From an optimization exercise on the open Yosys and OpenROAD flow, aimed at small area and a short achievable clock period; shortcuts taken in it are not production practice.
RTL that was checked went through simulation tests only; none was proved equivalent to the original.
No functional check of the RTL was part of runs 4 and 5.

==> flow/design.v <==
`timescale 1ns / 1ps
module accelerator #(
    parameter MAP_SIZE = 9'h00a,
    parameter k = 9'h003,
    parameter p = 9'h002,
    parameter s = 1,
    parameter ptype = 1,
    parameter act_type = 0,
    parameter N = 8,
    parameter Q = 4,
    parameter AW = 8,
    parameter DW = 8,
    parameter [N-1:0] p_sqr_inv = 8'b00000100
    )(
    input clk,
    input global_rst,
    input ce,
    input [N-1:0] activation,
    input [(k*k)*N-1:0] weight1,
    output [N-1:0] data_out,
    output valid_op,
    output end_op,
    output [N-1:0] conv_out,
    output conv_valid,
    output conv_end
    );
    integer i;
    reg [7:0] w [0:8];
    wire [7:0] wv [0:8];     
    wire [8:0] ws;           
    always @(posedge clk) begin
        for (i = 0; i < 9; i = i + 1) w[i] <= weight1[8*i +: 8];
    end
    genvar gw;
    generate
        for (gw = 0; gw < 9; gw = gw + 1) begin : WDEC
            assign wv[gw] = {w[gw][7] & |w[gw][6:0], w[gw][6:0]};
            assign ws[gw] = w[gw][7];
        end
    endgenerate
    wire x80 = activation[7] & ~|activation[6:0];
    wire [8:0] xb = {activation, 1'b0};
    wire [3:0] e_one, e_two, e_neg;
    genvar gk;
    generate
        for (gk = 0; gk < 4; gk = gk + 1) begin : ENC
            assign e_one[gk] = xb[2*gk+1] ^ xb[2*gk];
            assign e_two[gk] = ((xb[2*gk+2] & ~xb[2*gk+1] & ~xb[2*gk]) |
                                (~xb[2*gk+2] & xb[2*gk+1] & xb[2*gk])) & ~(gk == 3 && x80);
            assign e_neg[gk] = xb[2*gk+2];
        end
    endgenerate
    reg [3:0] l_one, l_two, l_neg;
    reg l_sgn;
    always @(posedge clk or posedge global_rst) begin
        if (global_rst) begin
            l_one <= 4'd0;
            l_two <= 4'd0;
            l_neg <= 4'd0;
            l_sgn <= 1'b0;
        end else if (ce) begin
            l_one <= e_one;
            l_two <= e_two;
            l_neg <= e_neg;
            l_sgn <= activation[7];
        end
    end
    reg [7:0] mac [0:7];
    reg [7:0] sr1 [0:6];
    reg [7:0] sr2 [0:6];
    wire [7:0] cin_t [0:7];
    wire [7:0] res_t [0:7];
    assign cin_t[0] = 8'd0;
    assign cin_t[1] = mac[0];
    assign cin_t[2] = mac[1];
    assign cin_t[3] = sr1[6];
    assign cin_t[4] = mac[3];
    assign cin_t[5] = mac[4];
    assign cin_t[6] = sr2[6];
    assign cin_t[7] = mac[6];
    genvar gt;
    generate
        for (gt = 0; gt < 8; gt = gt + 1) begin : TAP
            tap_mac t (.one(l_one), .two(l_two), .neg(l_neg), .wv(wv[gt]),
                       .s(l_sgn ^ ws[gt]), .c(cin_t[gt]), .r(res_t[gt]));
        end
    endgenerate
    always @(posedge clk or posedge global_rst) begin
        if (global_rst) mac[0] <= 8'd0;
        else if (ce) mac[0] <= res_t[0];
    end
    always @(posedge clk) begin
        if (ce) begin
            for (i = 1; i < 8; i = i + 1) mac[i] <= res_t[i];
            sr1[0] <= mac[2];
            sr2[0] <= mac[5];
            for (i = 1; i < 7; i = i + 1) begin
                sr1[i] <= sr1[i-1];
                sr2[i] <= sr2[i-1];
            end
        end
    end
    wire [7:0] q8;
    tap_prod tp (.one(e_one), .two(e_two), .neg(e_neg), .wv(wv[8]),
                 .s(activation[7] ^ ws[8]), .q(q8));
    reg [7:0] p8;
    always @(posedge clk) begin
        if (ce) p8 <= q8;
    end
    wire [7:0] res = mac[7] + p8;
    reg [7:0] prev;
    always @(posedge clk) begin
        if (ce) prev <= res;
    end
    reg [4:0] count;
    reg [5:0] out_cnt;
    reg first;       
    reg toggle;
    wire valid = count[4] & (count[3] | (count[2] & count[1]));    
    wire cend = valid & (&out_cnt);
    always @(posedge clk or posedge global_rst) begin
        if (global_rst) begin
            count <= 5'd0;
            out_cnt <= 6'd0;
            first <= 1'b1;
        end else if (ce) begin
            count <= count + 5'd1;
            if (valid) out_cnt <= out_cnt + 6'd1;
            if (&count) first <= 1'b0;
        end
    end
    always @(posedge clk or posedge global_rst) begin
        if (global_rst) toggle <= 1'b0;
        else if (valid) toggle <= ~toggle;
    end
    wire fix = first & (count == 5'd22) & ws[0];
    assign conv_out = toggle ? {res[7] ^ fix, res[6:0]} : prev;
    assign conv_valid = valid;
    assign conv_end = cend;
    wire pce = valid & ~cend;
    reg [3:0] pos;
    reg [2:0] nb;
    reg g;
    reg sel_sr, sel_max;     
    reg rst_m, op_en, load_sr, end_r;
    always @(posedge clk) begin
        if (global_rst) begin
            pos <= 4'd15;
            nb <= 3'd0;
            g <= 1'b0;
            sel_sr <= 1'b0;
            sel_max <= 1'b1;
            rst_m <= 1'b0;
            op_en <= 1'b0;
            load_sr <= 1'b0;
            end_r <= 1'b0;
        end else begin
            op_en <= pce & pos[3] & ~pos[0];
            if (pce) begin
                pos <= pos + 4'd1;
                if (g && nb != 3'd5) nb <= nb + 3'd1;
                end_r <= (nb == 3'd4);
                g <= (pos == 4'd14);
                rst_m <= (pos == 4'd1) | (pos == 4'd3) | (pos == 4'd5) | (pos == 4'd15);
                sel_sr <= (pos == 4'd6) | (pos == 4'd8) | (pos == 4'd10) | (pos == 4'd12);
                sel_max <= ~((pos == 4'd6) | (pos == 4'd8) | (pos == 4'd10) | (pos == 4'd12) | (pos == 4'd14));
                load_sr <= pos[0];
            end
        end
    end
    reg [6:0] maxr;
    reg [6:0] psr [0:3];
    wire [6:0] mux_out = ({7{sel_sr}} & psr[3]) | ({7{sel_max}} & maxr);
    wire take = ~conv_out[7] & (conv_out[6:0] > mux_out);
    wire [6:0] comp = pce ? (take ? conv_out[6:0] : mux_out) : 7'd0;
    always @(posedge clk) begin
        if (global_rst) maxr <= 7'd0;
        else if (pce) maxr <= rst_m ? 7'd0 : comp;
    end
    always @(posedge clk) begin
        if (load_sr) begin
            psr[0] <= comp;
            for (i = 1; i < 4; i = i + 1) psr[i] <= psr[i-1];
        end
    end
    assign data_out = {1'b0, maxr};
    assign valid_op = op_en;
    assign end_op = end_r;
endmodule
module tap_mac (
    input  [3:0] one,
    input  [3:0] two,
    input  [3:0] neg,
    input  [7:0] wv,
    input        s,
    input  [7:0] c,
    output [7:0] r
);
    wire [4:0] nwv = ~wv[4:0] + 5'd1;
    wire [4:0] p3 = neg[3] ? nwv : wv[4:0];
    wire p_t0 = (((one[0] & wv[2]) | (two[0] & wv[1])) ^ neg[0]) ^ ((one[1] & wv[0]) ^ neg[1]);
    wire p_t1 = (((one[0] & wv[2]) | (two[0] & wv[1])) ^ neg[0]) & ((one[1] & wv[0]) ^ neg[1]);
    wire p_t2 = (((one[0] & wv[3]) | (two[0] & wv[2])) ^ neg[0]) ^ (((one[1] & wv[1]) | (two[1] & wv[0])) ^ neg[1]);
    wire p_t3 = (((one[0] & wv[3]) | (two[0] & wv[2])) ^ neg[0]) & (((one[1] & wv[1]) | (two[1] & wv[0])) ^ neg[1]);
    wire p_t4 = (((one[0] & wv[4]) | (two[0] & wv[3])) ^ neg[0]) ^ (((one[1] & wv[2]) | (two[1] & wv[1])) ^ neg[1]) ^ ((one[2] & wv[0]) ^ neg[2]);
    wire p_t5 = ((((one[0] & wv[4]) | (two[0] & wv[3])) ^ neg[0]) & (((one[1] & wv[2]) | (two[1] & wv[1])) ^ neg[1])) | ((((one[0] & wv[4]) | (two[0] & wv[3])) ^ neg[0]) & ((one[2] & wv[0]) ^ neg[2])) | ((((one[1] & wv[2]) | (two[1] & wv[1])) ^ neg[1]) & ((one[2] & wv[0]) ^ neg[2]));
    wire p_t6 = (((one[0] & wv[5]) | (two[0] & wv[4])) ^ neg[0]) ^ (((one[1] & wv[3]) | (two[1] & wv[2])) ^ neg[1]);
    wire p_t7 = (((one[0] & wv[5]) | (two[0] & wv[4])) ^ neg[0]) & (((one[1] & wv[3]) | (two[1] & wv[2])) ^ neg[1]);
    wire p_t8 = (((one[0] & wv[6]) | (two[0] & wv[5])) ^ neg[0]) ^ (((one[1] & wv[4]) | (two[1] & wv[3])) ^ neg[1]) ^ (((one[2] & wv[2]) | (two[2] & wv[1])) ^ neg[2]);
    wire p_t9 = ((((one[0] & wv[6]) | (two[0] & wv[5])) ^ neg[0]) & (((one[1] & wv[4]) | (two[1] & wv[3])) ^ neg[1])) | ((((one[0] & wv[6]) | (two[0] & wv[5])) ^ neg[0]) & (((one[2] & wv[2]) | (two[2] & wv[1])) ^ neg[2])) | ((((one[1] & wv[4]) | (two[1] & wv[3])) ^ neg[1]) & (((one[2] & wv[2]) | (two[2] & wv[1])) ^ neg[2]));
    wire p_t10 = (((one[0] & wv[7]) | (two[0] & wv[6])) ^ neg[0]) ^ (((one[1] & wv[5]) | (two[1] & wv[4])) ^ neg[1]) ^ (((one[2] & wv[3]) | (two[2] & wv[2])) ^ neg[2]);
    wire p_t11 = ((((one[0] & wv[7]) | (two[0] & wv[6])) ^ neg[0]) & (((one[1] & wv[5]) | (two[1] & wv[4])) ^ neg[1])) | ((((one[0] & wv[7]) | (two[0] & wv[6])) ^ neg[0]) & (((one[2] & wv[3]) | (two[2] & wv[2])) ^ neg[2])) | ((((one[1] & wv[5]) | (two[1] & wv[4])) ^ neg[1]) & (((one[2] & wv[3]) | (two[2] & wv[2])) ^ neg[2]));
    wire p_t12 = (((one[0] & wv[7]) | (two[0] & wv[7])) ^ neg[0]) ^ (((one[1] & wv[6]) | (two[1] & wv[5])) ^ neg[1]) ^ (((one[2] & wv[4]) | (two[2] & wv[3])) ^ neg[2]);
    wire p_t13 = ((((one[0] & wv[7]) | (two[0] & wv[7])) ^ neg[0]) & (((one[1] & wv[6]) | (two[1] & wv[5])) ^ neg[1])) | ((((one[0] & wv[7]) | (two[0] & wv[7])) ^ neg[0]) & (((one[2] & wv[4]) | (two[2] & wv[3])) ^ neg[2])) | ((((one[1] & wv[6]) | (two[1] & wv[5])) ^ neg[1]) & (((one[2] & wv[4]) | (two[2] & wv[3])) ^ neg[2]));
    wire p_t14 = (((one[0] & wv[7]) | (two[0] & wv[7])) ^ neg[0]) ^ (((one[1] & wv[7]) | (two[1] & wv[6])) ^ neg[1]) ^ (((one[2] & wv[5]) | (two[2] & wv[4])) ^ neg[2]);
    wire p_t15 = ((((one[0] & wv[7]) | (two[0] & wv[7])) ^ neg[0]) & (((one[1] & wv[7]) | (two[1] & wv[6])) ^ neg[1])) | ((((one[0] & wv[7]) | (two[0] & wv[7])) ^ neg[0]) & (((one[2] & wv[5]) | (two[2] & wv[4])) ^ neg[2])) | ((((one[1] & wv[7]) | (two[1] & wv[6])) ^ neg[1]) & (((one[2] & wv[5]) | (two[2] & wv[4])) ^ neg[2]));
    wire p_t16 = (((one[0] & wv[7]) | (two[0] & wv[7])) ^ neg[0]) ^ (((one[1] & wv[7]) | (two[1] & wv[7])) ^ neg[1]) ^ (((one[2] & wv[6]) | (two[2] & wv[5])) ^ neg[2]);
    wire p_t17 = ((((one[0] & wv[7]) | (two[0] & wv[7])) ^ neg[0]) & (((one[1] & wv[7]) | (two[1] & wv[7])) ^ neg[1])) | ((((one[0] & wv[7]) | (two[0] & wv[7])) ^ neg[0]) & (((one[2] & wv[6]) | (two[2] & wv[5])) ^ neg[2])) | ((((one[1] & wv[7]) | (two[1] & wv[7])) ^ neg[1]) & (((one[2] & wv[6]) | (two[2] & wv[5])) ^ neg[2]));
    wire p_t18 = ((one[0] & wv[0]) ^ neg[0]) ^ neg[0];
    wire p_t19 = ((one[0] & wv[0]) ^ neg[0]) & neg[0];
    wire p_t20 = (((one[0] & wv[1]) | (two[0] & wv[0])) ^ neg[0]) ^ s;
    wire p_t21 = (((one[0] & wv[1]) | (two[0] & wv[0])) ^ neg[0]) & s;
    wire p_t22 = p_t0 ^ neg[1] ^ s;
    wire p_t23 = (p_t0 & neg[1]) | (p_t0 & s) | (neg[1] & s);
    wire p_t24 = p_t1 ^ p_t2 ^ s;
    wire p_t25 = (p_t1 & p_t2) | (p_t1 & s) | (p_t2 & s);
    wire p_t26 = p_t3 ^ p_t4 ^ neg[2];
    wire p_t27 = (p_t3 & p_t4) | (p_t3 & neg[2]) | (p_t4 & neg[2]);
    wire p_t28 = p_t5 ^ p_t6 ^ (((one[2] & wv[1]) | (two[2] & wv[0])) ^ neg[2]);
    wire p_t29 = (p_t5 & p_t6) | (p_t5 & (((one[2] & wv[1]) | (two[2] & wv[0])) ^ neg[2])) | (p_t6 & (((one[2] & wv[1]) | (two[2] & wv[0])) ^ neg[2]));
    wire p_t30 = p_t7 ^ p_t8 ^ (one[3] & p3[0]);
    wire p_t31 = (p_t7 & p_t8) | (p_t7 & (one[3] & p3[0])) | (p_t8 & (one[3] & p3[0]));
    wire p_t32 = p_t9 ^ p_t10 ^ ((one[3] & p3[1]) | (two[3] & p3[0]));
    wire p_t33 = (p_t9 & p_t10) | (p_t9 & ((one[3] & p3[1]) | (two[3] & p3[0]))) | (p_t10 & ((one[3] & p3[1]) | (two[3] & p3[0])));
    wire p_t34 = p_t11 ^ p_t12 ^ ((one[3] & p3[2]) | (two[3] & p3[1]));
    wire p_t35 = (p_t11 & p_t12) | (p_t11 & ((one[3] & p3[2]) | (two[3] & p3[1]))) | (p_t12 & ((one[3] & p3[2]) | (two[3] & p3[1])));
    wire p_t36 = p_t13 ^ p_t14 ^ ((one[3] & p3[3]) | (two[3] & p3[2]));
    wire p_t37 = (p_t13 & p_t14) | (p_t13 & ((one[3] & p3[3]) | (two[3] & p3[2]))) | (p_t14 & ((one[3] & p3[3]) | (two[3] & p3[2])));
    wire p_t38 = p_t15 ^ p_t16 ^ ((one[3] & p3[4]) | (two[3] & p3[3]));
    wire p_t39 = (p_t15 & p_t16) | (p_t15 & ((one[3] & p3[4]) | (two[3] & p3[3]))) | (p_t16 & ((one[3] & p3[4]) | (two[3] & p3[3])));
    wire [10:0] a = {p_t37, p_t35, p_t33, p_t31, p_t29, p_t27, p_t25, p_t23, p_t21, p_t19, p_t18};
    wire [10:0] b = {p_t38, p_t36, p_t34, p_t32, p_t30, p_t28, p_t26, p_t24, p_t22, p_t20, s};
    wire [10:0] t = a + b;
    assign r = c + {s, t[10:4]};
endmodule
module tap_prod (
    input  [3:0] one,
    input  [3:0] two,
    input  [3:0] neg,
    input  [7:0] wv,
    input        s,
    output [7:0] q
);
    wire [4:0] nwv = ~wv[4:0] + 5'd1;
    wire [4:0] p3 = neg[3] ? nwv : wv[4:0];
    wire p_t0 = (((one[0] & wv[2]) | (two[0] & wv[1])) ^ neg[0]) ^ ((one[1] & wv[0]) ^ neg[1]);
    wire p_t1 = (((one[0] & wv[2]) | (two[0] & wv[1])) ^ neg[0]) & ((one[1] & wv[0]) ^ neg[1]);
    wire p_t2 = (((one[0] & wv[3]) | (two[0] & wv[2])) ^ neg[0]) ^ (((one[1] & wv[1]) | (two[1] & wv[0])) ^ neg[1]);
    wire p_t3 = (((one[0] & wv[3]) | (two[0] & wv[2])) ^ neg[0]) & (((one[1] & wv[1]) | (two[1] & wv[0])) ^ neg[1]);
    wire p_t4 = (((one[0] & wv[4]) | (two[0] & wv[3])) ^ neg[0]) ^ (((one[1] & wv[2]) | (two[1] & wv[1])) ^ neg[1]) ^ ((one[2] & wv[0]) ^ neg[2]);
    wire p_t5 = ((((one[0] & wv[4]) | (two[0] & wv[3])) ^ neg[0]) & (((one[1] & wv[2]) | (two[1] & wv[1])) ^ neg[1])) | ((((one[0] & wv[4]) | (two[0] & wv[3])) ^ neg[0]) & ((one[2] & wv[0]) ^ neg[2])) | ((((one[1] & wv[2]) | (two[1] & wv[1])) ^ neg[1]) & ((one[2] & wv[0]) ^ neg[2]));
    wire p_t6 = (((one[0] & wv[5]) | (two[0] & wv[4])) ^ neg[0]) ^ (((one[1] & wv[3]) | (two[1] & wv[2])) ^ neg[1]);
    wire p_t7 = (((one[0] & wv[5]) | (two[0] & wv[4])) ^ neg[0]) & (((one[1] & wv[3]) | (two[1] & wv[2])) ^ neg[1]);
    wire p_t8 = (((one[0] & wv[6]) | (two[0] & wv[5])) ^ neg[0]) ^ (((one[1] & wv[4]) | (two[1] & wv[3])) ^ neg[1]) ^ (((one[2] & wv[2]) | (two[2] & wv[1])) ^ neg[2]);
    wire p_t9 = ((((one[0] & wv[6]) | (two[0] & wv[5])) ^ neg[0]) & (((one[1] & wv[4]) | (two[1] & wv[3])) ^ neg[1])) | ((((one[0] & wv[6]) | (two[0] & wv[5])) ^ neg[0]) & (((one[2] & wv[2]) | (two[2] & wv[1])) ^ neg[2])) | ((((one[1] & wv[4]) | (two[1] & wv[3])) ^ neg[1]) & (((one[2] & wv[2]) | (two[2] & wv[1])) ^ neg[2]));
    wire p_t10 = (((one[0] & wv[7]) | (two[0] & wv[6])) ^ neg[0]) ^ (((one[1] & wv[5]) | (two[1] & wv[4])) ^ neg[1]) ^ (((one[2] & wv[3]) | (two[2] & wv[2])) ^ neg[2]);
    wire p_t11 = ((((one[0] & wv[7]) | (two[0] & wv[6])) ^ neg[0]) & (((one[1] & wv[5]) | (two[1] & wv[4])) ^ neg[1])) | ((((one[0] & wv[7]) | (two[0] & wv[6])) ^ neg[0]) & (((one[2] & wv[3]) | (two[2] & wv[2])) ^ neg[2])) | ((((one[1] & wv[5]) | (two[1] & wv[4])) ^ neg[1]) & (((one[2] & wv[3]) | (two[2] & wv[2])) ^ neg[2]));
    wire p_t12 = (((one[0] & wv[7]) | (two[0] & wv[7])) ^ neg[0]) ^ (((one[1] & wv[6]) | (two[1] & wv[5])) ^ neg[1]) ^ (((one[2] & wv[4]) | (two[2] & wv[3])) ^ neg[2]);
    wire p_t13 = ((((one[0] & wv[7]) | (two[0] & wv[7])) ^ neg[0]) & (((one[1] & wv[6]) | (two[1] & wv[5])) ^ neg[1])) | ((((one[0] & wv[7]) | (two[0] & wv[7])) ^ neg[0]) & (((one[2] & wv[4]) | (two[2] & wv[3])) ^ neg[2])) | ((((one[1] & wv[6]) | (two[1] & wv[5])) ^ neg[1]) & (((one[2] & wv[4]) | (two[2] & wv[3])) ^ neg[2]));
    wire p_t14 = (((one[0] & wv[7]) | (two[0] & wv[7])) ^ neg[0]) ^ (((one[1] & wv[7]) | (two[1] & wv[6])) ^ neg[1]) ^ (((one[2] & wv[5]) | (two[2] & wv[4])) ^ neg[2]);
    wire p_t15 = ((((one[0] & wv[7]) | (two[0] & wv[7])) ^ neg[0]) & (((one[1] & wv[7]) | (two[1] & wv[6])) ^ neg[1])) | ((((one[0] & wv[7]) | (two[0] & wv[7])) ^ neg[0]) & (((one[2] & wv[5]) | (two[2] & wv[4])) ^ neg[2])) | ((((one[1] & wv[7]) | (two[1] & wv[6])) ^ neg[1]) & (((one[2] & wv[5]) | (two[2] & wv[4])) ^ neg[2]));
    wire p_t16 = (((one[0] & wv[7]) | (two[0] & wv[7])) ^ neg[0]) ^ (((one[1] & wv[7]) | (two[1] & wv[7])) ^ neg[1]) ^ (((one[2] & wv[6]) | (two[2] & wv[5])) ^ neg[2]);
    wire p_t17 = ((((one[0] & wv[7]) | (two[0] & wv[7])) ^ neg[0]) & (((one[1] & wv[7]) | (two[1] & wv[7])) ^ neg[1])) | ((((one[0] & wv[7]) | (two[0] & wv[7])) ^ neg[0]) & (((one[2] & wv[6]) | (two[2] & wv[5])) ^ neg[2])) | ((((one[1] & wv[7]) | (two[1] & wv[7])) ^ neg[1]) & (((one[2] & wv[6]) | (two[2] & wv[5])) ^ neg[2]));
    wire p_t18 = ((one[0] & wv[0]) ^ neg[0]) ^ neg[0];
    wire p_t19 = ((one[0] & wv[0]) ^ neg[0]) & neg[0];
    wire p_t20 = (((one[0] & wv[1]) | (two[0] & wv[0])) ^ neg[0]) ^ s;
    wire p_t21 = (((one[0] & wv[1]) | (two[0] & wv[0])) ^ neg[0]) & s;
    wire p_t22 = p_t0 ^ neg[1] ^ s;
    wire p_t23 = (p_t0 & neg[1]) | (p_t0 & s) | (neg[1] & s);
    wire p_t24 = p_t1 ^ p_t2 ^ s;
    wire p_t25 = (p_t1 & p_t2) | (p_t1 & s) | (p_t2 & s);
    wire p_t26 = p_t3 ^ p_t4 ^ neg[2];
    wire p_t27 = (p_t3 & p_t4) | (p_t3 & neg[2]) | (p_t4 & neg[2]);
    wire p_t28 = p_t5 ^ p_t6 ^ (((one[2] & wv[1]) | (two[2] & wv[0])) ^ neg[2]);
    wire p_t29 = (p_t5 & p_t6) | (p_t5 & (((one[2] & wv[1]) | (two[2] & wv[0])) ^ neg[2])) | (p_t6 & (((one[2] & wv[1]) | (two[2] & wv[0])) ^ neg[2]));
    wire p_t30 = p_t7 ^ p_t8 ^ (one[3] & p3[0]);
    wire p_t31 = (p_t7 & p_t8) | (p_t7 & (one[3] & p3[0])) | (p_t8 & (one[3] & p3[0]));
    wire p_t32 = p_t9 ^ p_t10 ^ ((one[3] & p3[1]) | (two[3] & p3[0]));
    wire p_t33 = (p_t9 & p_t10) | (p_t9 & ((one[3] & p3[1]) | (two[3] & p3[0]))) | (p_t10 & ((one[3] & p3[1]) | (two[3] & p3[0])));
    wire p_t34 = p_t11 ^ p_t12 ^ ((one[3] & p3[2]) | (two[3] & p3[1]));
    wire p_t35 = (p_t11 & p_t12) | (p_t11 & ((one[3] & p3[2]) | (two[3] & p3[1]))) | (p_t12 & ((one[3] & p3[2]) | (two[3] & p3[1])));
    wire p_t36 = p_t13 ^ p_t14 ^ ((one[3] & p3[3]) | (two[3] & p3[2]));
    wire p_t37 = (p_t13 & p_t14) | (p_t13 & ((one[3] & p3[3]) | (two[3] & p3[2]))) | (p_t14 & ((one[3] & p3[3]) | (two[3] & p3[2])));
    wire p_t38 = p_t15 ^ p_t16 ^ ((one[3] & p3[4]) | (two[3] & p3[3]));
    wire p_t39 = (p_t15 & p_t16) | (p_t15 & ((one[3] & p3[4]) | (two[3] & p3[3]))) | (p_t16 & ((one[3] & p3[4]) | (two[3] & p3[3])));
    wire [10:0] a = {p_t37, p_t35, p_t33, p_t31, p_t29, p_t27, p_t25, p_t23, p_t21, p_t19, p_t18};
    wire [10:0] b = {p_t38, p_t36, p_t34, p_t32, p_t30, p_t28, p_t26, p_t24, p_t22, p_t20, s};
    wire [10:0] t = a + b;
    assign q = {s, t[10:4]};
endmodule
==> flow/flow/run.sh <==
#!/bin/bash
# The standard layout (the standard.sh: ORFS synthesis to finish), except
# that the port buffers are buf_1 cells instead of the cell buffer_ports picks
# by itself (clkdlybuf4s50_1). make's full output goes to standard.log; each
# ORFS step also keeps its own log under orfs/logs/.
set -euo pipefail
bash standard.sh "BUFFER_PORTS_ARGS=-buffer_cell sky130_fd_sc_hd__buf_1" finish > standard.log 2>&1
==> flow/standard.sh <==
#!/bin/bash
# synth_recipe.tcl (not shown) runs the flow's synth.tcl, then flattens the netlist and writes it again
# the make line also repeats each setting of config.mk as NAME=value (left out here)
make -C /OpenROAD-flow-scripts/flow DESIGN_CONFIG=/design/flow/config.mk WORK_HOME=/design/flow/orfs CLKGATE_MAP_FILE= SYNTH_SCRIPT=/design/flow/synth_recipe.tcl "${@:-finish}"
==> flow/config.mk <==
export PLATFORM = sky130hd
export DESIGN_NAME = accelerator
export DESIGN_NICKNAME = accelerator
export VERILOG_FILES = /design/flow/design.v
export SDC_FILE = /design/flow/constraint.sdc
export NUM_CORES = 4
export LEC_CHECK = 0
export CAP_MARGIN = 20
export CORE_MARGIN = 2
export CORE_UTILIZATION = 70
export CTS_CLUSTER_DIAMETER = 120
export CTS_CLUSTER_SIZE = 24
export PLACE_DENSITY = 0.8
export SETUP_SLACK_MARGIN = 3.1
export SLEW_MARGIN = 20
==> flow/constraint.sdc <==
create_clock -name core_clock -period 8.0 [get_ports {clk}]
set_input_delay 1.6000 -clock core_clock [delete_from_list [all_inputs] [get_ports {clk}]]
set_output_delay 1.6000 -clock core_clock [all_outputs]
set_load 0.01 [all_outputs]
==> results of run 1 <==
-- kinds of logic (layout without fill, tap and decap cells) --
kind of cell,Yosys count,count (layout),share of synthesized area (%)
AO/OA/AOI/OAI,555,555,15.68
XOR/XNOR,390,390,14.05
buffers and inverters,344,393,5.325
flip-flops,338,338,37.16
adder cells (fa/ha/maj),331,331,20.78
AND/OR/NAND/NOR,325,325,6.101
multiplexers,20,20,0.8884
other,1,1,0.01539
-- cell usage after synthesis, types with 10 or more instances --
cell type / instances / area share, %
fa_1: 125 / 10
dfrtp_1: 32 / 3.3
nand4_1: 13 / 0.33
xor2_1: 75 / 2.7
nor2b_1: 17 / 0.44
nor3_1: 17 / 0.35
or3_1: 12 / 0.31
o31ai_1: 19 / 0.59
mux2_2: 13 / 0.60
a21oi_1: 117 / 2.4
o22ai_1: 13 / 0.33
nand3_1: 10 / 0.21
dfxtp_1: 93 / 7.6
o21a_1: 11 / 0.34
a21o_1: 25 / 0.77
a22oi_1: 184 / 5.7
a22o_1: 19 / 0.68
nor2_1: 98 / 1.5
nand2b_1: 16 / 0.41
inv_1: 185 / 2.8
xnor2_1: 314 / 11
o21bai_1: 22 / 0.68
buf_1: 47 / 0.72
a31oi_1: 14 / 0.36
and3_1: 13 / 0.33
nand2_1: 111 / 1.7
o21ai_0: 61 / 1.3
ha_1: 199 / 10
clkbuf_1: 107 / 1.6
a211oi_1: 12 / 0.37
edfxtp_1: 212 / 26
-- what timing repair did --
action,CTS,global route
setup buffers,14,31
endpoints found under the setup margin,28,26
endpoints found under the hold margin,0,0
cloned,0,2
pin swaps,0,22
resized for setup,26,94
-- critical path: stages (launching register included) --
cell and delay [ns]:
dfrtp_4 0.59, buf_4 0.22, a22oi_2 0.17, xnor2_1 0.10, fa_1 0.48, inv_1 0.06
fa_1 0.50, inv_1 0.05, ha_1 0.31, or2_2 0.32, and3_1 0.23, or3_1 0.35
a21oi_1 0.19, xnor2_1 0.16, ha_1 0.30, inv_1 0.10, o21bai_1 0.09, a21oi_1 0.21
xnor2_1 0.10
-- worst paths after layout --
| kind | to | depth (start not counted) |
|---|---|---|
| worst max-delay path | mac[6][6] | 18 |
| worst min-delay path | sr1[1][2] | 0 |
| worst max register to register | mac[6][6] | 18 |
| worst min register to register | sr1[1][2] | 0 |
| max in group asynchronous | l_one[0] | 3 |
| min in group asynchronous | toggle | 3 |
-- area by class of cell --
class | count | share of cell area [%]
well taps | 455 | 2.159
clock buffers | 30 | 1.960
clock inverters | 2 | 0.09490
multi-input cells | 1622 | 54.16
inverters | 187 | 2.743
repair buffers | 174 | 4.370
flip-flops and latches | 338 | 34.51
-- per-layer routing --
layer	global-route usage (%)	vias to the layer above
li1	-	8118
met1	42.28	8437
met2	50.20	738
met3	4.601	143
met4	9.511	0
met5	0	-
-- metrics by stage --
stage / utilization [%] / hold WS (ns) / area, µm² / instances
2_1_floorplan: - / 0.4003 / 24400 / 2304
3_3_place_gp: 72.57 / 0.4005 / 24940 / 2729
3_5_place_dp: 72.57 / 0.4045 / 24940 / 2729
4_1_cts: 74.85 / 0.4244 / 25730 / 2775
5_1_grt: 76.71 / 0.4256 / 26370 / 2808
6_report: 76.71 / 0.4238 / 26370 / 2808
-- state kept, by name (all words and copies together), names as in the netlist, 5 cells and up --
name     count
maxr         7
count        5
sr2         56
out_cnt      6
sr1         56
prev         8
w           72
mac         64
psr         28
p8           8
==> flow_summary.json, run 1 <==
{
  "clock_path_buffers": 3,
  "drive_gt1_share_pct": 8.840,
  "hpwl_mm": 37.97,
  "ys_ff_latch": 338,
  "grt_pass1_wl_mm": 88.37,
  "clk_latency_ns": 0.54,
  "top_layer": "met4",
  "relSlewSlack_pct": 35.20,
  "status": "finished clean",
  "final_cell_mix": "xnor2_1 (310), edfxtp_1 (212), ha_1 (198)",
  "async_flop_share_pct": 9.763,
  "clock_skew_ns": 0.01279,
  "h-tree-depth": 1,
  "multi_input_comb_area_um2": 14280,
  "postCtsHoldBufs": 0,
  "numPortBuffers": 101,
  "critPathLaunch": "l_one[0]",
  "antenna_found_initial": 0,
  "cp.required_ns": 8.29,
  "fin_crit_ns": 4.785,
  "wl_met1_mm": 23.60,
  "n_antenna_cell": 0,
  "ioPinCount": 103,
  "crit_arrival_ns": 5.08,
  "wl_met2_mm": 26.35,
  "drv_cap": 0,
  "clk_pin_slew_ns": 0.09,
  "synth.avg_cell_area_um2": 10.58,
  "rows": 68,
  "synthCells": 2304,
  "min_from": "sr1[0][2]",
  "ys_warn_count": 11,
  "drcViolationCount": 0,
  "synth-edff-count": 212,
  "syn2layout_area_growth_pct": 8.216,
  "nets": 2748,
  "fin_ws_ns": 3.215,
  "vias_per_cell": 6.209,
  "via_count": 17440,
  "cp-start-kind": "flip-flop",
  "synth_cell_type_count": 69,
  "seq_area_um2": 9100,
  "rsz0062_at_grt": "true",
  "nFillCells": 2282,
  "grt_pass1_vias": 17100,
  "period_share_pct": 59.81,
  "overflow": 0,
  "die_area_um2": 36320,
  "synth_nets": 2711,
  "setup_violations": 0,
  "numCtsBuffers": 18,
  "hp-class": "reg2reg",
  "worstReg2RegStart": "l_one[0]",
  "crit_path_end_kind": "flip-flop",
  "die_w_um": 190.6,
  "start_util_pct": 70.89,
  "setup_tns_ns": 0,
  "cp_max_fo": 6,
  "cts-root-buf": "clkbuf_16",
  "cts.sinks": 338,
  "grt_start_max_net_pins": 81,
  "tightest_slew_ns": 0.9719,
  "firstDrtPassIters": 7,
  "gp_routability_congestion": 0.9059,
  "ys.flop_type": "edfxtp_1",
  "die_h_um": 190.6,
  "finalWirelength_mm": 56.20,
  "coreArea_um2": 34370,
  "wl_met3_mm": 4.374,
  "final_common_cell": "xnor2_1",
  "cts_tree": "yes",
  "path_class": "reg2reg",
  "netlist_area_um2": 24370,
  "grt.total_usage_pct": 30.62,
  "ant_nets": 0,
  "dp_slack_ns": 2.220,
  "r2r_slack_ns": 3.22,
  "wl_per_cell_um": 20.01,
  "yosysSeqAreaShare_pct": 37.16,
  "final-max-slew-violation-count": 0,
  "max_freq_mhz": 209.0,
  "drtIter0Drc": 1713,
  "finalHoldViolCount": 0
}
==> run 2: changes to the inputs <==
--- a/flow/config.mk
+++ b/flow/config.mk
@@ -11,4 +11,5 @@
 export CTS_CLUSTER_DIAMETER = 120
 export CTS_CLUSTER_SIZE = 24
+export GPL_TIMING_DRIVEN = 0
 export PLACE_DENSITY = 0.8
 export SETUP_SLACK_MARGIN = 3.1
==> run 2 against run 1 <==
Still clean. Worst hold slack got worse by 0.0072 ns. Register-to-register slack got worse by 0.32 ns. Flip-flop and latch count unchanged. Count of clock-buffer cells in the layout increased by 1. Sequential share of layout area decreased by 1.6 points. Routed wire length increased by 33%. Synthesized cell count unchanged. Global-route usage increased by 9.2 points. Non-clock buffer count increased by 130. Maximum frequency decreased by 6.2%.
==> flow_summary.json, run 2 <==
{
  "status": "finished clean",
  "clk_latency_ns": 0.55,
  "die_area_um2": 36320,
  "ioPinCount": 103,
  "nets": 2878,
  "finalInstanceArea_um2": 27580,
  "relSlewSlack_pct": 11.39,
  "r2r_slack_ns": 2.90,
  "dp_slack_ns": 1.338,
  "ant_nets": 0,
  "tightest_slew_ns": 1.325,
  "netlist_top_cells_area": "edfxtp_1 (26%), xnor2_1 (11%), fa_1 (10%), ha_1 (10%), dfxtp_1 (7.6%)",
  "final_common_cell": "xnor2_1",
  "fin_crit_ns": 5.101,
  "grt_pass1_wl_mm": 109.2,
  "drtIter0Drc": 2467,
  "min_from": "mac[2][0]",
  "finalWirelength_mm": 74.96,
  "placed_cell_area_um2": 25440,
  "rows": 68,
  "synth_cell_type_count": 69,
  "ys_ff_latch": 338,
  "overflow": 0,
  "antenna_found_initial": 1,
  "cp-start-kind": "flip-flop",
  "r2r-end": "mac[5][7]",
  "largest-register": "w",
  "critPathBufInv": 5,
  "ys_warn_count": 11,
  "clk_pin_slew_ns": 0.09,
  "clock_skew_ns": 0.02311,
  "worstReg2RegStart": "l_one[2]",
  "crit_arrival_ns": 5.41,
  "cp.required_ns": 8.31,
  "netlist_area_um2": 24370,
  "worstRegToRegCells": 21,
  "nFillCells": 2042,
  "largest_reg_flops": 72,
  "async_flop_share_pct": 9.763,
  "period_share_pct": 63.76,
  "critPathLaunch": "l_one[2]",
  "ys.flop_type": "edfxtp_1",
  "wl_per_cell_um": 25.52,
  "crit_chain": "clkbuf_8 -> clkbuf_16 -> buf_12 -> nand2_1 -> xnor2_1 -> fa_1 -> inv_1 -> fa_1 -> inv_1 -> ha_4 -> a21o_1 -> a21o_1 -> a21oi_2 -> o21ai_4 -> a21oi_2 -> o21bai_1 -> xor2_1 -> ha_1 -> nand2_1 -> o21ai_1 -> xnor2_1",
  "synth_top_area_cell": "edfxtp_1",
  "synth_nets": 2711,
  "max_freq_mhz": 196.0,
  "fin_util_pct": 80.23,
  "yosys.cell_count.top_type": "xnor2_1",
  "gp_routability_congestion": 0.9760,
  "hpwl_mm": 49.85,
  "setup_tns_ns": 0,
  "grt_start_max_net_pins": 40,
  "drcViolationCount": 0,
  "yosys-top-cells-count": "xnor2_1 (314), edfxtp_1 (212), ha_1 (199)",
  "cp_max_fo": 10,
  "syn2layout_area_growth_pct": 13.18,
  "die_w_um": 190.6,
  "setup_violations": 0,
  "firstDrtPassIters": 13,
  "slowest_stage": "fa_1",
  "fin_ws_ns": 2.899,
  "hp-class": "reg2reg",
  "whs_ns": 0.4166,
  "critPathTopFamily": "adder cells",
  "whs_endpoint": "sr1[0][0]",
  "synth.avg_cell_area_um2": 10.58,
  "coreArea_um2": 34370,
  "drv_cap": 0,
  "yosysSeqAreaShare_pct": 37.16,
  "grt.total_usage_pct": 39.79,
  "worst_hold_path.num_cells": 0,
  "cts_tree": "yes",
  "cts-root-buf": "clkbuf_16",
  "h-tree-depth": 1,
  "reg_top3": "w x72, mac x64",
  "finalHoldViolCount": 0,
  "numCtsBuffers": 18,
  "path_class": "reg2reg",
  "vias_per_cell": 6.672,
  "rsz0062_at_grt": "true",
  "synth_top_area_share_pct": 26.13,
  "critPathMaxStageDelay_ns": 0.61,
  "numPortBuffers": 98,
  "final_cell_mix": "xnor2_1 (300), edfxtp_1 (212), ha_1 (182)",
  "clock_path_buffers": 3,
  "start_util_pct": 70.89,
  "n_antenna_cell": 0,
  "fin_cells": 2938,
  "grt_pass1_vias": 19190,
  "cts.sinks": 338,
  "synthCells": 2304,
  "die_h_um": 190.6,
  "drive_gt1_share_pct": 14.38,
  "final-max-slew-violation-count": 0,
  "via_count": 19600,
  "crit_path_end_kind": "flip-flop",
  "dpl.cell_count": 2862,
  "synth-edff-count": 212
}
## run 2: cell counts after synthesis
No cell type changed its count.
## run 2: kinds of logic after synthesis
logic type      count (synthesis)  share of synthesized area (%)
compound gates                555                          15.68
xor+xnor                      390                          14.05
fa+ha+maj                     331                          20.78
buf+inv                       344                          5.325
flops                         338                          37.16
mux                            20                         0.8884
other cells                     1                        0.01539
simple gates                  325                          6.101
## run 2: timing repair
item / CTS / global route
hold buffers: 0 / 0
pin swaps: 28 / 89
resized for setup: 181 / 249
cloned: 0 / 0
endpoints found under the setup margin: 65 / 29
setup buffers: 26 / 18
## run 2: area by class of cell
class	instances	area, µm²	share of cell area (%)
multi-input cells	1622	14810	53.69
flip-flops and latches	338	9065	32.87
plain buffers	157	1066	3.866
repair buffers	147	803.3	2.913
inverters	187	704.4	2.554
well taps	455	569.3	2.064
clock buffers	31	541.8	1.965
clock inverters	1	20.02	0.07260
## run 2: worst max path at each step
stage	slack, ns	to	depth (start not counted)
6_report	2.90	mac[5][7]	21
2_1_floorplan	3.10	p8[4]	13
3_5_place_dp	1.34	mac[5][7]	20
3_3_place_gp	-1.93	out_cnt[5]	7
5_1_grt	2.89	mac[2][7]	20
4_1_cts	3.10	mac[2][7]	19
## run 2: metal layers
layer | global-route usage, % | part of all wire [%]
met1 | 51.66 | 37
met2 | 62.46 | 45
met3 | 10.10 | 12
met4 | 19.53 | 6.6
met5 | 0 | 0.065
==> run 3: changes to the inputs <==
--- a/flow/config.mk
+++ b/flow/config.mk
@@ -11,6 +11,5 @@
 export CTS_CLUSTER_DIAMETER = 120
 export CTS_CLUSTER_SIZE = 24
-export GPL_TIMING_DRIVEN = 0
 export PLACE_DENSITY = 0.8
-export SETUP_SLACK_MARGIN = 3.1
+export SETUP_SLACK_MARGIN = 3.0
 export SLEW_MARGIN = 20
==> run 3 against run 2 <==
Maximum frequency increased by 4.7%. Register-to-register slack improved by 0.23 ns. Area after synthesis unchanged. First-iteration DRC count decreased by 27%. Critical path type unchanged. Critical endpoint is now mac[7][7]. Largest cell class unchanged.
==> flow_summary.json, run 3 <==
{
  "status": "finished clean",
  "clk_latency_ns": 0.54,
  "clock_skew_ns": 0.01569,
  "finalWirelength_mm": 57.12,
  "grt.total_usage_pct": 31.30,
  "numPortBuffers": 101,
  "setup_tns_ns": 0,
  "fin_crit_ns": 4.871,
  "n_antenna_cell": 0,
  "finalHoldViolCount": 0,
  "numCtsBuffers": 18,
  "fin_ws_ns": 3.129,
  "grt_pass1_wl_mm": 89.96,
  "seq_area_um2": 9090,
  "clock_path_buffers": 3,
  "crit_path_end_kind": "flip-flop",
  "drive_gt1_share_pct": 5.887,
  "nFillCells": 2400,
  "cp.required_ns": 8.30,
  "largest-register": "w",
  "placed_cell_area_um2": 24890,
  "reg_top3": "w x72, mac x64",
  "clk_pin_slew_ns": 0.10,
  "largest_reg_flops": 72,
  "path_class": "reg2reg",
  "synth.avg_cell_area_um2": 10.58,
  "grt_start_max_net_pins": 81,
  "cts-root-buf": "clkbuf_16",
  "synth-edff-count": 212,
  "whs_ns": 0.4232,
  "synth_cell_type_count": 69,
  "netlist_top_cells_area": "edfxtp_1 (26%), xnor2_1 (11%), fa_1 (10%), ha_1 (10%), dfxtp_1 (7.6%)",
  "ioPinCount": 103,
  "start_util_pct": 70.89,
  "dp_slack_ns": 2.289,
  "setup_violations": 0,
  "ys_ff_latch": 338,
  "wl_per_cell_um": 20.53,
  "yosys.cell_count.top_type": "xnor2_1",
  "synth_top_area_share_pct": 26.13,
  "relSlewSlack_pct": 34.71,
  "die_h_um": 190.6,
  "netlist_area_um2": 24370,
  "slowest_stage": "fa_1",
  "drcViolationCount": 0,
  "yosys-top-cells-count": "xnor2_1 (314), edfxtp_1 (212), ha_1 (199)",
  "synthCells": 2304,
  "rsz0062_at_grt": "true",
  "tightest_slew_ns": 0.9794,
  "nets": 2722,
  "coreArea_um2": 34370,
  "final_cell_mix": "xnor2_1 (314), edfxtp_1 (212), ha_1 (199)",
  "cts_tree": "yes",
  "met1_usage_pct": 42.52,
  "busiest_layer": "met2",
  "cp_max_fo": 23,
  "ant_nets": 0,
  "hp-class": "reg2reg",
  "yosysSeqAreaShare_pct": 37.16,
  "crit_arrival_ns": 5.17,
  "async_flop_share_pct": 9.763,
  "firstDrtPassIters": 7,
  "max_freq_mhz": 205.3,
  "cts.sinks": 338,
  "syn2layout_area_growth_pct": 6.481,
  "gp_routability_congestion": 0.9273,
  "grt_pass1_vias": 17300,
  "crit_chain": "buf_12 -> inv_16 -> buf_8 -> xnor2_1 -> fa_1 -> fa_1 -> inv_1 -> ha_1 -> a21o_1 -> a21o_1 -> a21oi_1 -> o21ai_0 -> and2_1 -> a311oi_1 -> xnor2_1 -> ha_1 -> a21oi_1 -> o21ai_0 -> xnor2_1",
  "drtIter0Drc": 1798,
  "die_w_um": 190.6,
  "die_area_um2": 36320,
  "h-tree-depth": 1,
  "ys_warn_count": 11,
  "period_share_pct": 60.89,
  "hpwl_mm": 38.13,
  "met3_usage_pct": 4.435,
  "drv_cap": 0,
  "critPathTopFamily": "adder cells",
  "cp-start-kind": "flip-flop",
  "synth_nets": 2711,
  "final_common_cell": "xnor2_1",
  "use_met2_pct": 51.86,
  "overflow": 0,
  "synth_top_area_cell": "edfxtp_1",
  "cpMostUsedCell": "xnor2_1",
  "antenna_found_initial": 1,
  "multi_input_comb_area_um2": 14100,
  "critPathBufInv": 4,
  "vias_per_cell": 6.321,
  "ys.flop_type": "edfxtp_1",
  "via_count": 17590,
  "critPathMaxStageDelay_ns": 0.51,
  "rows": 68,
  "finalInstanceArea_um2": 25940,
  "final-max-slew-violation-count": 0
}
## run 3: cell counts after synthesis
Identical to the previous run, type by type.
## run 3: through the flow
stage                     std cells  utilization [%]
final                          2782            75.48
after global placement         2724            72.42
after detailed placement       2724            72.42
after CTS                      2766            74.67
after global routing           2782            75.48
after floorplan                2304                -
## run 3: what timing repair did
item | CTS | global route
cloned | 0 | 1
setup endpoints to repair | 27 | 23
buffers inserted | 10 | 15
hold buffers | 0 | 0
pin swaps | 0 | 7
resized for setup | 22 | 40
## run 3: final cells by class
| cell class | count | area share (%) |
|---|---|---|
| clock buffers | 29 | 1.977 |
| clock inverters | 3 | 0.1157 |
| inverters | 187 | 2.797 |
| multi-input cells | 1622 | 54.36 |
| flip-flops and latches | 338 | 35.04 |
| well taps | 455 | 2.194 |
| repair buffers | 148 | 3.520 |
## run 3: worst paths after layout
check / to / from / slack [ns] / cells after the start
min: sr1[4][0] / sr1[3][0] / 0.42 / 0
max: mac[7][7] / l_neg[2] / 3.13 / 19
min reg2reg: sr1[4][0] / sr1[3][0] / 0.42 / 0
max in group asynchronous: l_sgn / global_rst / 6.27 / 3
min in group asynchronous: toggle / global_rst / 1.34 / 3
max reg2reg: mac[7][7] / l_neg[2] / 3.13 / 19
## run 3: cells by family (layout without fill, tap and decap cells)
kind of cell,Yosys count,in the layout,share of synthesized area [%]
buf+inv,344,367,5.325
mux,20,20,0.8884
other cells,1,1,0.01539
simple gates,325,325,6.101
compound gates,555,555,15.68
fa+ha+maj,331,331,20.78
xor+xnor,390,390,14.05
flops,338,338,37.16
## run 3: per-layer routing
layer  share of wire (%)  vias up
met1                  40     8551
met4                 3.5        0
met2                  48      820
met5                   0        -
li1                    -     8075
met3                 8.4      139
## run 3: worst reg2reg max path: stages, from the launching register on
cell and delay, ns:
dfrtp_1 0.39, buf_12 0.25, inv_16 0.14, buf_8 0.22, xnor2_1 0.21, fa_1 0.46
fa_1 0.51, inv_1 0.04, ha_1 0.33, a21o_1 0.18, a21o_1 0.19, a21oi_1 0.13
o21ai_0 0.13, and2_1 0.21, a311oi_1 0.36, xnor2_1 0.12, ha_1 0.35, a21oi_1 0.15
o21ai_0 0.11, xnor2_1 0.15
==> run 4: changes to the inputs <==
--- a/flow/design.v
+++ b/flow/design.v
@@ -241,6 +241,16 @@
     wire [10:0] a = {p_t37, p_t35, p_t33, p_t31, p_t29, p_t27, p_t25, p_t23, p_t21, p_t19, p_t18};
     wire [10:0] b = {p_t38, p_t36, p_t34, p_t32, p_t30, p_t28, p_t26, p_t24, p_t22, p_t20, s};
-    wire [10:0] t = a + b;
-    assign r = c + {s, t[10:4]};
+    wire [4:0] lo = a[3:0] + b[3:0];
+    wire cin = lo[4];
+    wire [6:0] hp = a[10:4] ^ b[10:4];
+    wire [6:0] hg = a[10:4] & b[10:4];
+    wire [6:0] g1 = hg | (hp & {hg[5:0], cin});
+    wire [6:0] p1 = hp & {hp[5:0], 1'b1};
+    wire c2 = g1[2] | (p1[2] & g1[0]);             
+    wire k1 = g1[6] | (p1[6] & g1[4]) | (p1[6] & p1[4] & c2);
+    wire [6:0] x = c[6:0] ^ hp;
+    wire [6:0] y = hg | (c[6:0] & hp);
+    wire [7:0] w = {1'b0, x} + {y, 1'b0} + cin;
+    assign r = {c[7] ^ s ^ w[7] ^ k1, w[6:0]};
 endmodule
 module tap_prod (
--- a/flow/config.mk
+++ b/flow/config.mk
@@ -12,4 +12,4 @@
 export CTS_CLUSTER_SIZE = 24
 export PLACE_DENSITY = 0.8
-export SETUP_SLACK_MARGIN = 3.0
+export SETUP_SLACK_MARGIN = 3.3
 export SLEW_MARGIN = 20
==> run 4 against run 3 <==
Register-to-register slack better by 0.28 ns. Critical endpoint is now mac[5][7]. Area after synthesis up 5.3%. Maximum frequency up 6.2%. Count of clock-buffer cells in the layout up 1. Die area up 5.2%. First-iteration DRC count down 2.2%. Utilization up 2.1 points. Critical path type unchanged.
==> flow_summary.json, run 4 <==
{
  "largest_reg_flops": 72,
  "antenna_found_initial": 1,
  "clock_skew_ns": 0.03124,
  "crit_chain": "inv_1 -> ha_2 -> nand2_2 -> o41a_1 -> a22oi_2 -> xor2_1 -> fa_1 -> inv_1 -> fa_1 -> inv_1 -> fa_1 -> inv_2 -> ha_4 -> nor2b_1 -> o21a_1 -> o41ai_2 -> xnor2_1 -> xnor2_1",
  "synth_top_area_cell": "edfxtp_1",
  "nets": 2943,
  "numCtsBuffers": 18,
  "setup_violations": 0,
  "cts_tree": "yes",
  "cts.sinks": 338,
  "die_h_um": 195.5,
  "cts-root-buf": "clkbuf_16",
  "gp_routability_congestion": 0.9076,
  "crit_arrival_ns": 4.89,
  "fin_crit_ns": 4.587,
  "synth_top_area_share_pct": 24.81,
  "r2r-end": "mac[5][7]",
  "min_from": "sr1[4][2]",
  "whs_endpoint": "sr1[5][2]",
  "synthMuxAreaShare_pct": 1.092,
  "netlist_top_cells_area": "edfxtp_1 (25%), fa_1 (14%), ha_1 (11%), xnor2_1 (9.2%), dfxtp_1 (7.3%)",
  "netlist_area_um2": 25660,
  "clock_path_buffers": 3,
  "ant_nets": 0,
  "synth_fa_ha_area_share_pct": 24.40,
  "yosys.cell_count.top_type": "xnor2_1",
  "synth.avg_cell_area_um2": 10.68,
  "fin_util_pct": 77.61,
  "r2r_slack_ns": 3.41,
  "synth_xor_area_share_pct": 12.59,
  "max_freq_mhz": 218.0,
  "ioPinCount": 103,
  "worst_hold_path.num_cells": 0,
  "syn2layout_area_growth_pct": 9.932,
  "synth-edff-count": 212,
  "largest-register": "w",
  "crit_path_end_kind": "flip-flop",
  "grt_pass1_wl_mm": 95.72,
  "grt.total_usage_pct": 31.76,
  "nFillCells": 2286,
  "synth_simple_gate_area_share_pct": 6.285,
  "hp-class": "reg2reg",
  "relSlewSlack_pct": 48.18,
  "synthCells": 2403,
  "drive_gt1_share_pct": 11.50,
  "synth_top_family_by_area": "adder cells",
  "worstRegToRegCells": 18,
  "grt_pass1_vias": 18270,
  "finalWirelength_mm": 61.27,
  "h-tree-depth": 1,
  "synth_compound_area_share_pct": 14.10,
  "cp.required_ns": 8.30,
  "final-max-slew-violation-count": 0,
  "reg_top3": "w x72, mac x64",
  "final_common_cell": "xnor2_1",
  "hpwl_mm": 40.26,
  "final_cell_mix": "xnor2_1 (263), inv_1 (233), edfxtp_1 (212)",
  "status": "finished clean",
  "setup_tns_ns": 0,
  "drcViolationCount": 0,
  "multi_input_comb_area_um2": 15580,
  "via_count": 18300,
  "critPathTopFamily": "adder cells",
  "seq_area_um2": 9146,
  "tightest_slew_ns": 0.7773,
  "firstDrtPassIters": 6,
  "die_area_um2": 38210,
  "clk_latency_ns": 0.55,
  "start_util_pct": 70.60,
  "critPathBufInv": 4,
  "path_class": "reg2reg",
  "vias_per_cell": 6.206,
  "ys_ff_latch": 338,
  "finalHoldViolCount": 0,
  "drv_cap": 0,
  "critPathMaxStageDelay_ns": 0.51,
  "worstReg2RegStart": "w[5][1]",
  "synth_nets": 2879,
  "synth_cell_type_count": 68,
  "cp-start-kind": "flip-flop",
  "overflow": 0,
  "numPortBuffers": 101,
  "drtIter0Drc": 1759,
  "coreArea_um2": 36350,
  "rows": 70,
  "wl_per_cell_um": 20.78,
  "die_w_um": 195.5,
  "ys_warn_count": 11,
  "async_flop_share_pct": 9.763,
  "yosysSeqAreaShare_pct": 35.29,
  "cp_max_fo": 5,
  "grt_start_max_net_pins": 143,
  "period_share_pct": 57.34,
  "ys.flop_type": "edfxtp_1",
  "rsz0062_at_grt": "true",
  "yosys-top-cells-count": "xnor2_1 (270), inv_1 (250), ha_1 (218)",
  "slowest_stage": "fa_1",
  "clk_pin_slew_ns": 0.11
}
[run 4: worst register-to-register path, cell delays in order (launching register included)]
cell     delay [ns]
dfxtp_4        0.37
inv_1          0.09
ha_2           0.20
nand2_2        0.07
o41a_1         0.43
a22oi_2        0.20
xor2_1         0.11
fa_1           0.48
inv_1          0.05
fa_1           0.50
inv_1          0.07
fa_1           0.51
inv_2          0.05
ha_4           0.24
nor2b_1        0.13
o21a_1         0.22
o41ai_2        0.35
xnor2_1        0.18
xnor2_1        0.10
[run 4: metrics by stage]
stage,std cells,area (µm²),setup slack [ns],hold slack (ns)
after floorplan,2403,25770,3.236,0.4003
after global placement,2834,26180,2.409,0.4006
after detailed placement,2834,26180,2.289,0.4045
after CTS,2886,27330,3.301,0.4103
after global routing,2947,28210,3.220,0.4233
final,2948,28210,3.413,0.4061
[run 4: layer usage]
layer | wire length (µm) | global-route usage (%) | up-vias
li1 | - | - | 8380
met1 | 24520 | 43.10 | 8909
met2 | 29380 | 52.42 | 811
met3 | 4781 | 4.266 | 193
met4 | 2569 | 12.21 | 2
met5 | 13 | 0 | -
[run 4: area by class of cell]
type | instances | share of cell area, %
repair buffers | 200 | 4.892
flip-flops and latches | 338 | 32.42
clock inverters | 2 | 0.08871
clock buffers | 30 | 1.832
diodes | 1 | 0.008871
inverters | 254 | 3.437
multi-input cells | 1655 | 55.24
well taps | 468 | 2.076
[run 4: timing repair]
item / CTS / global route
resized for setup: 75 / 103
hold buffers: 0 / 0
setup buffers: 20 / 60
pin swaps: 25 / 61
setup endpoints to repair: 29 / 17
cloned: 0 / 1
[run 4: cells by family (layout without fill, tap and decap cells)]
| logic type | count (synthesis) | count (layout) |
|---|---|---|
| DFF | 338 | 338 |
| AOI/OAI and AO/OA | 520 | 520 |
| xor gates and xnor gates | 369 | 369 |
| and+or+nand+nor | 343 | 343 |
| adders and majority gates | 396 | 396 |
| other | 1 | 2 |
| muxes | 26 | 26 |
| buffers and inverters | 410 | 486 |
[run 4: worst max path at each step]
stage / slack [ns] / start / cells after the start / to
6_report: 3.41 / w[5][1] / 18 / mac[5][7]
5_1_grt: 3.22 / w[5][1] / 18 / mac[5][7]
4_1_cts: 3.30 / w[3][1] / 18 / mac[3][7]
3_5_place_dp: 2.29 / activation[3] / 18 / p8[6]
3_3_place_gp: 2.41 / activation[3] / 18 / p8[6]
2_1_floorplan: 3.24 / activation[2] / 17 / p8[6]
==> run 5: changes to the inputs <==
--- a/flow/config.mk
+++ b/flow/config.mk
@@ -12,4 +12,4 @@
 export CTS_CLUSTER_SIZE = 24
 export PLACE_DENSITY = 0.8
-export SETUP_SLACK_MARGIN = 3.3
+export SETUP_SLACK_MARGIN = 3.6
 export SLEW_MARGIN = 20
==> run 5 against run 4 <==
Clock skew is 0.0066 ns higher. Worst hold slack got worse by 0.0049 ns. Register-to-register slack worse by 0.02 ns. First-iteration DRC count is 13% higher.
==> flow_summary.json, run 5 <==
{
  "status": "finished clean",
  "rows": 70,
  "reg_top3": "w x72, mac x64",
  "grt_pass1_vias": 19310,
  "start_util_pct": 70.60,
  "finalWirelength_mm": 66.47,
  "synth_top_area_share_pct": 24.81,
  "overflow": 0,
  "busiest_layer": "met2",
  "final-max-slew-violation-count": 0,
  "firstDrtPassIters": 6,
  "synth_cell_type_count": 68,
  "yosys-top-cells-count": "xnor2_1 (270), inv_1 (250), ha_1 (218)",
  "netlist_top_cells_area": "edfxtp_1 (25%), fa_1 (14%), ha_1 (11%), xnor2_1 (9.2%), dfxtp_1 (7.3%)",
  "finalHoldViolCount": 0,
  "h-tree-depth": 1,
  "die_area_um2": 38210,
  "hpwl_mm": 40.71,
  "relSlewSlack_pct": 44.91,
  "rsz0062_at_grt": "true",
  "grt_pass1_wl_mm": 102.2,
  "postCtsHoldBufs": 0,
  "synthCells": 2403,
  "via_count": 19130,
  "clk_latency_ns": 0.56,
  "drtIter0Drc": 1989,
  "crit_path_end_kind": "flip-flop",
  "setup_violations": 0,
  "use_met2_pct": 56.67,
  "cts-root-buf": "clkbuf_16",
  "clock_skew_ns": 0.03780,
  "fin_cells": 3012,
  "final_cell_mix": "xnor2_1 (259), inv_1 (217), edfxtp_1 (212)",
  "whs_ns": 0.4012,
  "setup_tns_ns": 0,
  "max_freq_mhz": 217.0,
  "crit_arrival_ns": 4.90,
  "ys.flop_type": "edfxtp_1",
  "yosys.cell_count.top_type": "xnor2_1",
  "synth-edff-count": 212,
  "yosysSeqAreaShare_pct": 35.29,
  "grt.total_usage_pct": 34.16,
  "cts_tree": "yes",
  "met3_usage_pct": 7.116,
  "vias_per_cell": 6.352,
  "tightest_slew_ns": 0.8263,
  "period_share_pct": 57.59,
  "drive_gt1_share_pct": 19.18,
  "synth_nets": 2879,
  "fin_crit_ns": 4.608,
  "die_w_um": 195.5,
  "numPortBuffers": 101,
  "nets": 3008,
  "largest_reg_flops": 72,
  "ys_warn_count": 11,
  "cp_max_fo": 3,
  "syn2layout_area_growth_pct": 15.45,
  "drcViolationCount": 0,
  "hp-class": "reg2reg",
  "largest-register": "w",
  "dpl.cell_count": 2834,
  "grt_start_max_net_pins": 153,
  "die_h_um": 195.5,
  "clock_path_buffers": 3,
  "ioPinCount": 103,
  "n_antenna_cell": 0,
  "clk_pin_slew_ns": 0.11,
  "met1_usage_pct": 44.17,
  "antenna_found_initial": 0,
  "synth.avg_cell_area_um2": 10.68,
  "path_class": "reg2reg",
  "cts.sinks": 338,
  "drv_cap": 0,
  "gp_routability_congestion": 0.8973,
  "coreArea_um2": 36350,
  "async_flop_share_pct": 9.763,
  "ant_nets": 0,
  "ys_ff_latch": 338,
  "final_common_cell": "xnor2_1",
  "finalInstanceArea_um2": 29620,
  "placed_cell_area_um2": 26300,
  "wl_per_cell_um": 22.07,
  "synth_top_area_cell": "edfxtp_1",
  "cp.required_ns": 8.29,
  "cp-start-kind": "flip-flop",
  "netlist_area_um2": 25660,
  "numCtsBuffers": 18
}
run 5: cell count changes in the layout (fill, tap and decap cells not counted), sizes merged:
| cell | before | now |
|---|---|---|
| clkbuf | 35 | 32 |
| clkdlybuf4s15 | 0 | 1 |
| clkinv | 5 | 4 |
| buf | 195 | 260 |
| bufbuf | 0 | 2 |
| bufinv | 0 | 1 |
| diode | 1 | 0 |
run 5: cell type report:
class / count / area, µm²
Multi-Input combinational cell: 1655 / 16230
Fill cell: 2033 / 6723
Clock buffer: 30 / 516.7
Sequential cell: 338 / 9173
Clock inverter: 2 / 50.05
Inverter: 254 / 998.5
Timing Repair Buffer: 265 / 2076
Tap cell: 468 / 585.6
run 5: worst paths after layout:
| kind | start | endpoint | slack (ns) | cells past startpoint |
|---|---|---|---|---|
| max | w[1][1] | mac[1][7] | 3.39 | 20 |
| min | sr1[4][1] | sr1[5][1] | 0.40 | 0 |
| max reg2reg | w[1][1] | mac[1][7] | 3.39 | 20 |
| min reg2reg | sr1[4][1] | sr1[5][1] | 0.40 | 0 |
| max in group asynchronous | global_rst | l_neg[0] | 6.22 | 3 |
| min in group asynchronous | global_rst | toggle | 1.34 | 3 |
run 5: per-stage QoR:
stage | util (%) | worst slack, ns
floorplan | - | 3.265
global placement | 72.34 | 2.439
detailed placement | 72.34 | 2.312
CTS | 78.60 | 3.430
global route | 81.50 | 3.244
finish | 81.50 | 3.392
run 5: layer usage:
layer	vias to the layer above	wire length, µm
met3	263	6186
met4	0	3321
met1	9388	25310
li1	8511	-
met2	969	31650
met5	-	0
run 5: what timing repair did:
item | 4_1_cts | 5_1_grt
gates cloned | 4 | 1
setup buffers | 94 | 47
pin swaps | 112 | 120
gates resized for setup | 196 | 161
setup endpoints to repair | 61 | 38
run 5: worst max-delay path, stage by stage, from the launching register on:
cell,delay (ns)
dfxtp_4,0.36
inv_2,0.05
ha_2,0.19
nand2_2,0.06
o41a_1,0.40
buf_4,0.18
nand2_1,0.13
xor2_2,0.21
inv_1,0.09
fa_2,0.39
xor2_1,0.18
xnor2_1,0.18
xnor2_1,0.33
xnor2_2,0.13
fa_1,0.57
ha_4,0.31
nor2_1,0.04
nor2_1,0.13
o41ai_2,0.10
xnor2_1,0.23
xnor2_1,0.10
run 5: kinds of logic after synthesis:
group	after synthesis	synth area share [%]
buffers and inverters	410	6.231
flip-flops	338	35.29
adder cells (fa/ha/maj)	396	24.40
AO/OA/AOI/OAI	520	14.10
other	1	0.01461
XOR/XNOR	369	12.59
multiplexers	26	1.092
AND/OR/NAND/NOR	343	6.285

[static timing again, ports no longer ideal]
The results above use ideal ports. As a check the final layouts listed here were re-extracted and re-timed, cells and wires unchanged.
Step 1 (the two cells are an assumption about what drives the block):
set clk [get_ports {clk}]
set_driving_cell -lib_cell sky130_fd_sc_hd__clkbuf_16 $clk
set_driving_cell -lib_cell sky130_fd_sc_hd__buf_2 [delete_from_list [all_inputs] $clk]
Step 2 moves the port delays by t, midway between the first and last clock arrival at a register: inputs arrive t later, outputs are due t later. That takes back most of the time a late clock gives input paths.
Three values: no drivers, after step 1, after step 2; two values: the first two.
| run | shift t [ns] | setup slack, ns | hold slack, ns | slew at the worst register clock pin (ns) | cell pins on the clock port's net |
|---|---|---|---|---|---|
| run 1 | 0.589 | 3.215 / 3.215 / 2.784 | 0.424 / 0.424 / 0.424 | 0.10 / 0.10 | 1 |
| run 2 | 0.597 | 2.899 / 2.899 / 2.678 | 0.417 / 0.417 / 0.417 | 0.11 / 0.11 | 1 |
| run 3 | 0.596 | 3.129 / 3.129 / 2.611 | 0.423 / 0.423 / 0.423 | 0.10 / 0.10 | 1 |
| run 4 | 0.593 | 3.413 / 3.406 / 2.858 | 0.406 / 0.406 / 0.406 | 0.11 / 0.11 | 1 |
| run 5 | 0.596 | 3.392 / 3.392 / 2.828 | 0.401 / 0.401 / 0.401 | 0.11 / 0.11 | 1 |
After both steps every run listed still meets setup and hold. The setup slack of run 5, which loses most, moves by 0.000 ns with the drivers and by -0.564 ns with both steps.
